This is an optimization exercise on Yosys and OpenROAD, whose aim is small area, not a production implementation. In this exercise RTL edits were held to simulation tests only and were not proved equivalent to the original. The flow treats the clock pin as an ideal source. Dropping or thinning the clock tree relies on that and would not hold on a real chip. Power and IR drop assume default switching activity.

==> flow/design.v <==
module FIFO8x8 (
    input clk, rst,
    input rden, wren,
    input [7:0] DataIn,
    output [7:0] DataOut,
    output fifo_full,
    output fifo_empty,
    output data_out_valid
);
reg [7:0] mem [0:15];
reg [3:0] idx_n;    
wire pop = rden & ~fifo_empty;
integer i;
always @(posedge clk)
    if (wren) begin
        mem[0] <= DataIn;
        for (i = 1; i < 16; i = i + 1)
            mem[i] <= mem[i-1];
    end
wire [3:0] c = idx_n ^ {4{wren}};
wire [3:0] t = {c[2] & c[1] & c[0], c[1] & c[0], c[0], 1'b1};
always @(posedge clk or posedge rst) begin
    if (rst)
        idx_n <= 4'h0;
    else if (wren != pop)
        idx_n <= idx_n ^ t;
end
assign fifo_full = 1'b0;
assign fifo_empty = ~|idx_n;
assign data_out_valid = pop;
reg [7:0] rd;
integer k;
always @(*) begin
    rd = 8'd0;
    for (k = 0; k < 16; k = k + 1)
        rd = rd | (mem[k] & {8{idx_n == 15 - k}});
end
assign DataOut = rd;
endmodule
module FSM_Packetizer (
    input clk, rst,
    input fifo_empty, tx_ready,
    input [7:0] fifo_data,
    output tx_enable,
    output reg [7:0] tx_data
);
localparam IDLE = 4'd0, WAITR = 4'd1, LOAD = 4'd2, SEND0 = 4'd3, DONE = 4'd13;
reg [3:0] state;
always @(posedge clk or posedge rst) begin
    if (rst)
        state <= IDLE;
    else if (state == IDLE) begin
        if (!fifo_empty) state <= WAITR;
    end else if (state == WAITR) begin
        if (tx_ready) state <= LOAD;
    end else if (state == DONE)
        state <= IDLE;
    else
        state <= state + 4'd1;
end
always @(posedge clk)
    if (state == LOAD) tx_data <= fifo_data;
assign tx_enable = (state == SEND0);
endmodule
module UART_Transmitter (
    input clk, rst,
    input start_tx,
    input [7:0] tx_data,
    output reg tx_out,
    output reg tx_busy,
    output tx_ready
);
localparam [12:0] INV = 13'b0101010101010;
reg [12:0] baud_q;
wire [12:0] baud_counter = baud_q ^ INV;
reg [3:0] bit_counter;    
wire tick = ~baud_counter[0] & ~baud_counter[1] & ~baud_counter[2] & ~baud_counter[3] & baud_counter[6] & baud_counter[7] & baud_counter[8] & baud_counter[9] & ~baud_counter[10] & baud_counter[12];
wire last = bit_counter[3] & ~bit_counter[1] & bit_counter[0];    
always @(posedge clk) begin
    if (tx_busy && !tick)
        baud_q <= {baud_counter[11:0], ~(baud_counter[12] ^ baud_counter[4])} ^ INV;
    else
        baud_q <= INV;
end
always @(posedge clk) begin
    if (!tx_busy)
        bit_counter <= 4'd15;
    else if (tick)
        bit_counter <= bit_counter ^ {&bit_counter[2:0], &bit_counter[1:0], bit_counter[0], 1'b1};    
end
wire bit_val = bit_counter[3] ? ~(bit_counter[1] & bit_counter[0]) : tx_data[bit_counter[2:0]];
always @(posedge clk or posedge rst) begin
    if (rst) begin
        tx_out <= 1'b1;
        tx_busy <= 1'b0;
    end else if (tx_busy) begin
        if (tick) begin
            tx_out <= bit_val;
            if (last) tx_busy <= 1'b0;
        end
    end else if (start_tx)
        tx_busy <= 1'b1;
end
assign tx_ready = ~tx_busy;
endmodule
module Top_Module (
    input clk, rst,
    input wr_en, rd_en,          
    input tx_ready,
    input [7:0] data_in,
    output tx_out,
    output fifo_full, fifo_empty,
    output tx_busy, tx_ready_out
);
wire [7:0] fifo_data_out;
wire fifo_rden, uart_start_tx;
wire [7:0] uart_tx_data;
FIFO8x8 fifo_inst (
    .clk(clk),
    .rst(rst),
    .wren(wr_en),
    .rden(fifo_rden),
    .DataIn(data_in),
    .DataOut(fifo_data_out),
    .fifo_full(fifo_full),
    .fifo_empty(fifo_empty),
    .data_out_valid(uart_start_tx)
);
FSM_Packetizer fsm_inst (
    .clk(clk),
    .rst(rst),
    .fifo_empty(fifo_empty),
    .tx_ready(tx_ready),
    .fifo_data(fifo_data_out),
    .tx_enable(fifo_rden),
    .tx_data(uart_tx_data)
);
UART_Transmitter uart_inst (
    .clk(clk),
    .rst(rst),
    .start_tx(uart_start_tx),
    .tx_data(uart_tx_data),
    .tx_out(tx_out),
    .tx_busy(tx_busy),
    .tx_ready(tx_ready_out)
);
endmodule
clock: 5.0 ns
lec_check: 0
cap_margin: 20
core_margin: 2
core_utilization: 40
slew_margin: 20
standard.sh (not shown) runs the stock make flow with config.mk's settings and CLKGATE_MAP_FILE= SYNTH_SCRIPT=/design/flow/synth_recipe.tcl, a recipe that flattens the netlist after the stock synthesis.
==> flow/flow/run.sh <==
#!/bin/bash
# The standard layout with four changes:
# - synthesis maps the logic with an area-oriented ABC script
#   (flow/abc_area.script, three rounds of &dch -f and &nf -a -R 1000) in place of ORFS's
#   speed script; everything else in synthesis is unchanged, so the registers
#   are those of the standard synthesis;
# - the clock tree is the two-level inverter tree of flow/invtree.tcl, built
#   in the CTS step by flow/cts_pre.tcl;
# - each port gets a buf_1 as its buffer;
# - the weak 3- and 4-input nor cells are left out (they drive the read
#   mux's select lines, which the placer then buffered).
set -euo pipefail
rm -rf scripts_abc
cp -r "$FLOW_HOME/scripts" scripts_abc
cp flow/abc_area.script scripts_abc/abc_speed.script
export SCRIPTS_DIR="$PWD/scripts_abc"
export PRE_CTS_TCL="$PWD/flow/cts_pre.tcl"
# the platform's don't-use list (from its config.mk) and the weak nor cells
DONT_USE="sky130_fd_sc_hd__probe_p_8 sky130_fd_sc_hd__probec_p_8 sky130_fd_sc_hd__lpflow_bleeder_1 sky130_fd_sc_hd__lpflow_clkbufkapwr_1 sky130_fd_sc_hd__lpflow_clkbufkapwr_16 sky130_fd_sc_hd__lpflow_clkbufkapwr_2 sky130_fd_sc_hd__lpflow_clkbufkapwr_4 sky130_fd_sc_hd__lpflow_clkbufkapwr_8 sky130_fd_sc_hd__lpflow_clkinvkapwr_1 sky130_fd_sc_hd__lpflow_clkinvkapwr_16 sky130_fd_sc_hd__lpflow_clkinvkapwr_2 sky130_fd_sc_hd__lpflow_clkinvkapwr_4 sky130_fd_sc_hd__lpflow_clkinvkapwr_8 sky130_fd_sc_hd__lpflow_decapkapwr_12 sky130_fd_sc_hd__lpflow_decapkapwr_3 sky130_fd_sc_hd__lpflow_decapkapwr_4 sky130_fd_sc_hd__lpflow_decapkapwr_6 sky130_fd_sc_hd__lpflow_decapkapwr_8 sky130_fd_sc_hd__lpflow_inputiso0n_1 sky130_fd_sc_hd__lpflow_inputiso0p_1 sky130_fd_sc_hd__lpflow_inputiso1n_1 sky130_fd_sc_hd__lpflow_inputiso1p_1 sky130_fd_sc_hd__lpflow_inputisolatch_1 sky130_fd_sc_hd__lpflow_isobufsrc_1 sky130_fd_sc_hd__lpflow_isobufsrc_16 sky130_fd_sc_hd__lpflow_isobufsrc_2 sky130_fd_sc_hd__lpflow_isobufsrc_4 sky130_fd_sc_hd__lpflow_isobufsrc_8 sky130_fd_sc_hd__lpflow_isobufsrckapwr_16 sky130_fd_sc_hd__lpflow_lsbuf_lh_hl_isowell_tap_1 sky130_fd_sc_hd__lpflow_lsbuf_lh_hl_isowell_tap_2 sky130_fd_sc_hd__lpflow_lsbuf_lh_hl_isowell_tap_4 sky130_fd_sc_hd__lpflow_lsbuf_lh_isowell_4 sky130_fd_sc_hd__lpflow_lsbuf_lh_isowell_tap_1 sky130_fd_sc_hd__lpflow_lsbuf_lh_isowell_tap_2 sky130_fd_sc_hd__lpflow_lsbuf_lh_isowell_tap_4 sky130_fd_sc_hd__fill_1 sky130_fd_sc_hd__fill_2 sky130_fd_sc_hd__fill_4 sky130_fd_sc_hd__fill_8 sky130_fd_sc_hd__nor3_1 sky130_fd_sc_hd__nor4_1 sky130_fd_sc_hd__nor3b_1 sky130_fd_sc_hd__nor4b_1 sky130_fd_sc_hd__nor4bb_1"
export BUFFER_PORTS_ARGS="-buffer_cell sky130_fd_sc_hd__buf_1"
bash standard.sh "DONT_USE_CELLS=$DONT_USE" finish > standard_finish.log 2>&1
Other scripts of this flow, unchanged in this note and not shown: flow/flow/abc_area.script, flow/flow/cts_pre.tcl, flow/flow/invtree.tcl
Next try:
--- a/flow/design.v
+++ b/flow/design.v
@@ -7,34 +7,34 @@
     output fifo_empty,
     output data_out_valid
 );
 reg [7:0] mem [0:15];
-reg [3:0] idx_n;    
+reg [3:0] idx;
 wire pop = rden & ~fifo_empty;
 integer i;
 always @(posedge clk)
     if (wren) begin
         mem[0] <= DataIn;
         for (i = 1; i < 16; i = i + 1)
             mem[i] <= mem[i-1];
     end
-wire [3:0] c = idx_n ^ {4{wren}};
+wire [3:0] c = idx ^ {4{~wren}};
 wire [3:0] t = {c[2] & c[1] & c[0], c[1] & c[0], c[0], 1'b1};
 always @(posedge clk or posedge rst) begin
     if (rst)
-        idx_n <= 4'h0;
+        idx <= 4'hF;
     else if (wren != pop)
-        idx_n <= idx_n ^ t;
+        idx <= idx ^ t;
 end
 assign fifo_full = 1'b0;
-assign fifo_empty = ~|idx_n;
+assign fifo_empty = &idx;
 assign data_out_valid = pop;
 reg [7:0] rd;
 integer k;
 always @(*) begin
     rd = 8'd0;
     for (k = 0; k < 16; k = k + 1)
-        rd = rd | (mem[k] & {8{idx_n == 15 - k}});
+        rd = rd | (mem[k] & {8{idx == k}});
 end
 assign DataOut = rd;
 endmodule
 module FSM_Packetizer (
Effect: Total power climbs by about 0.5%; utilization barely changes; cell area stays flat; via count fell by 0.66%; register-to-register slack got worse by 170 ps; worst hold slack gets better by 9.0 ps; die area is about the same; sequential power stays flat; cell count barely changes; global-route usage goes down by 1.4 points; routed wire length falls by about 4%; worst setup slack is worse by 230 ps; sequential share of layout area barely changes.
In every run of this note, the design's own scripts or RTL, not TritonCTS, make the clock network.

## what the ideal ports hide
The flow's constraints put no driver on any port. The routed layouts listed below were extracted and timed again, unchanged, in two steps. Step 1 (the two cells are an assumption about what drives the block):
set clk [get_ports {clk}]
set_driving_cell -lib_cell sky130_fd_sc_hd__clkbuf_16 $clk
set_driving_cell -lib_cell sky130_fd_sc_hd__buf_2 [delete_from_list [all_inputs] $clk]
Step 2, shift: input delay + t, output delay - t, t = (earliest + latest rising clock arrival at the registers) / 2. This alone moves slack from input paths to output paths. Slacks: no drivers / after step 1 / after step 2; pairs: no drivers / after step 1.
| run | t, ns | slack for setup (ns) | slew at the worst register clock pin (ns) | worst data-port slew with drivers (ns) |
|---|---|---|---|---|
| the first run | 0.238 | 2.524 / 2.465 / 2.334 | 0.11 / 0.11 | 0.03 |
| the second run | 0.240 | 2.291 / 2.327 / 2.087 | 0.11 / 0.11 | 0.03 |
After both steps setup and hold are still met in every run listed. The setup slack of the second run, which loses most, moves by +0.036 ns with the drivers and by -0.204 ns with both steps.
